From an optimization exercise on the open Yosys and OpenROAD flow, aimed at a short achievable clock period and few clock cycles; shortcuts taken in it are not production practice.
RTL that was checked went through simulation tests only; none was proved equivalent to the original.

// Datapath
module Datapath(input clk,
					input reset,
					output [31:0] imem_addr,
					input [31:0] imem_rdata,
					output [31:0] dmem_addr,
					output [31:0] dmem_wdata,
					output dmem_we,
					input [31:0] dmem_rdata,
					output wb_valid,
					output [4:0] wb_rd,
					output [31:0] wb_data);
Size in the first run: ~7100 cells after synthesis, about 1800 flip-flops, roughly 200 I/O pins, about 0.094 mm² of cells after synthesis.
export LEC_CHECK = 0
export ABC_CLOCK_PERIOD_IN_PS = 3500
export CAP_MARGIN = 20
export CORE_MARGIN = 2
export CORE_UTILIZATION = 40
export PLACE_DENSITY = 0.6
export SLEW_MARGIN = 20
create_clock -name core_clock -period 14.0 [get_ports {clk}]
standard.sh (not shown) runs the stock make flow with config.mk's settings and CLKGATE_MAP_FILE= SYNTH_SCRIPT=/design/flow/synth_recipe.tcl, a recipe that flattens the netlist after the stock synthesis.
==> flow/flow/run.sh <==
#!/bin/bash
cp standard.sh standard.sh.log
export SETUP_SLACK_MARGIN=${SETUP_SLACK_MARGIN_OVERRIDE:-10}
bash standard.sh > standard.log 2>&1
Testbench counts at the start, summed over its fixed seeds: cycles 58,953.
==> next run, changes <==
--- a/flow/design.v
+++ b/flow/design.v
@@ -60,22 +60,22 @@
 	assign bimm = {{20{IWord[31]}}, IWord[7], IWord[30:25], IWord[11:8], 1'b0};
 endmodule
 module PC(input [31:0] pc, output [31:0] pc4);
 	assign pc4 = pc + 32'd4;
 endmodule
 module RegFile(input clk, input clr, input [4:0] rs1, input [4:0] rs2,
-               input we, input [4:0] rd, input [31:0] din,
+               input [31:1] wen, input [31:0] din,
                output [31:0] out1, output [31:0] out2);
 	reg [31:0] r [1:31];
 	integer i;
 	always @(posedge clk) begin
-		if (clr) begin
-			for (i = 1; i <= 31; i = i + 1)
+		for (i = 1; i <= 31; i = i + 1) begin
+			if (clr)
 				r[i] <= 32'd0;
-		end else if (we && rd != 5'd0) begin
-			r[rd] <= din;
+			else if (wen[i])
+				r[i] <= din;
 		end
 	end
 	assign out1 = (rs1 == 5'd0) ? 32'd0 : r[rs1];
 	assign out2 = (rs2 == 5'd0) ? 32'd0 : r[rs2];
 endmodule
 module Datapath(input clk,
@@ -105,12 +105,14 @@
 reg         wr_m, ld_m, st_m;
 reg  [4:0]  rd_m;
 reg  [31:0] res_m, sd_m;
 reg         wr_w;
 reg  [4:0]  rd_w;
 reg  [31:0] data_w;
+reg  [31:1] wen_w;
+reg  [31:0] daddr_q, wbd_q;
 reg         reset_q;
 wire        d_f0, d_arith, d_wr, d_ld, d_st, d_br, d_use1, d_use2, d_isimm, d_sub, d_bun, d_known, d_kval;
 wire [5:0]  d_sel;
 wire [31:0] d_imm, d_bimm;
 wire [4:0]  rs1 = ir_d[19:15];
 wire [4:0]  rs2 = ir_d[24:20];
@@ -118,13 +120,13 @@
 ControlUnit cu(.IWord(ir_d), .wr(d_wr), .ld(d_ld), .st(d_st), .br(d_br),
                .use1(d_use1), .use2(d_use2), .isimm(d_isimm), .sub(d_sub),
                .bun(d_bun), .known(d_known), .kval(d_kval), .f0(d_f0), .arith(d_arith), .sel(d_sel));
 ImmExtend ie(.IWord(ir_d), .imm(d_imm), .bimm(d_bimm));
 wire [31:0] rf1, rf2;
 RegFile regs(.clk(clk), .clr(reset_q), .rs1(rs1), .rs2(rs2),
-             .we(wr_w), .rd(rd_w), .din(data_w), .out1(rf1), .out2(rf2));
+             .wen(wen_w), .din(data_w), .out1(rf1), .out2(rf2));
 wire [31:0] alu_res;
 wire        taken;
 wire [31:0] m_val = ld_m ? dmem_rdata : res_m;
 wire e1 = wr_e & (rd_e == rs1);
 wire m1 = wr_m & (rd_m == rs1);
 wire w1 = wr_w & (rd_w == rs1);
@@ -192,13 +194,13 @@
 		bp_d <= f_bp;
 		bh_d <= f_bh;
 		bt_d <= f_btgt;
 		ctr_d <= f_ctr;
 	end
 end
-wire btb_ins = d_go & d_pred & ~bh_d;
+wire btb_ins = valid_d & ~stall & d_pred & ~bh_d;
 always @(posedge clk) begin
 	if (reset) begin
 		bv <= {NB{1'b0}};
 		bptr <= 2'd0;
 	end else if (btb_ins) begin
 		bv[bptr] <= 1'b1;
@@ -255,12 +257,14 @@
 		wr_m <= wr_e;
 		ld_m <= ld_e;
 		st_m <= st_e;
 	end
 	rd_m <= rd_e;
 	res_m <= alu_res;
+	if (ld_e | st_e)
+		daddr_q <= alu_res;
 	sd_m <= s_e;
 end
 wire agree = (taken == hint_e);
 always @(posedge clk) begin
 	if (reset) begin
 		for (k = 0; k < 64; k = k + 1)
@@ -270,21 +274,27 @@
 			if (ctr_e != 2'd0) bht[bidx_e] <= ctr_e - 2'd1;
 		end else begin
 			if (ctr_e != 2'd3) bht[bidx_e] <= ctr_e + 2'd1;
 		end
 	end
 end
-assign dmem_addr = res_m;
+assign dmem_addr = daddr_q;
 assign dmem_wdata = sd_m;
 assign dmem_we = st_m;
 always @(posedge clk) begin
-	if (reset)
+	if (reset) begin
 		wr_w <= 1'b0;
-	else
+		wen_w <= 31'd0;
+	end else begin
 		wr_w <= wr_m;
+		for (k = 1; k < 32; k = k + 1)
+			wen_w[k] <= wr_m & (rd_m == k);
+	end
 	rd_w <= rd_m;
 	data_w <= m_val;
+	if (wr_m)
+		wbd_q <= m_val;
 end
 assign wb_valid = wr_w;
 assign wb_rd = rd_w;
-assign wb_data = data_w;
-endmodule
+assign wb_data = wbd_q;
+endmodule
Area after synthesis falls by a few percent.
Worst setup slack improved by 22 ps.
Non-clock buffer count falls by 188.
Cell area falls by a little under a tenth.
Clock skew falls by 13 ps.
Critical path depth falls by 16.
Routed wire length rises by about a fifth.
Count of clock-buffer cells in the layout rises by 38.
Die area falls by a few percent.
Global-route usage rises by 5.5 points.
The RTL of the second run of this note was laid out without a check of its function.

==> separate check: timing with driven ports <==
No port has a modelled driver above. Below, the same layouts with a new extraction and two added sets of constraints.
Step 1 sets driving cells, clkbuf_16 on the clock port and buf_2 on the other inputs (assumed; they add their load-dependent delay and slew).
Step 2, shift: input delay + t, output delay - t, t = (earliest + latest rising clock arrival at the registers) / 2. This alone moves slack from input paths to output paths.
a / b / c = no drivers / after step 1 / after step 2; a / b = the first two.
| run | t, ns | slack for setup (ns) | worst setup path after step 2 |
|---|---|---|---|
| the first run | 0.932 | 9.616 / 9.586 / 8.787 | input to register |
| the second run | 0.961 | 9.638 / 9.539 / 8.839 | input to register |
After both steps every run listed still meets setup and hold. The setup slack of the first run, which loses most, moves by -0.030 ns with the drivers and by -0.829 ns with both steps.
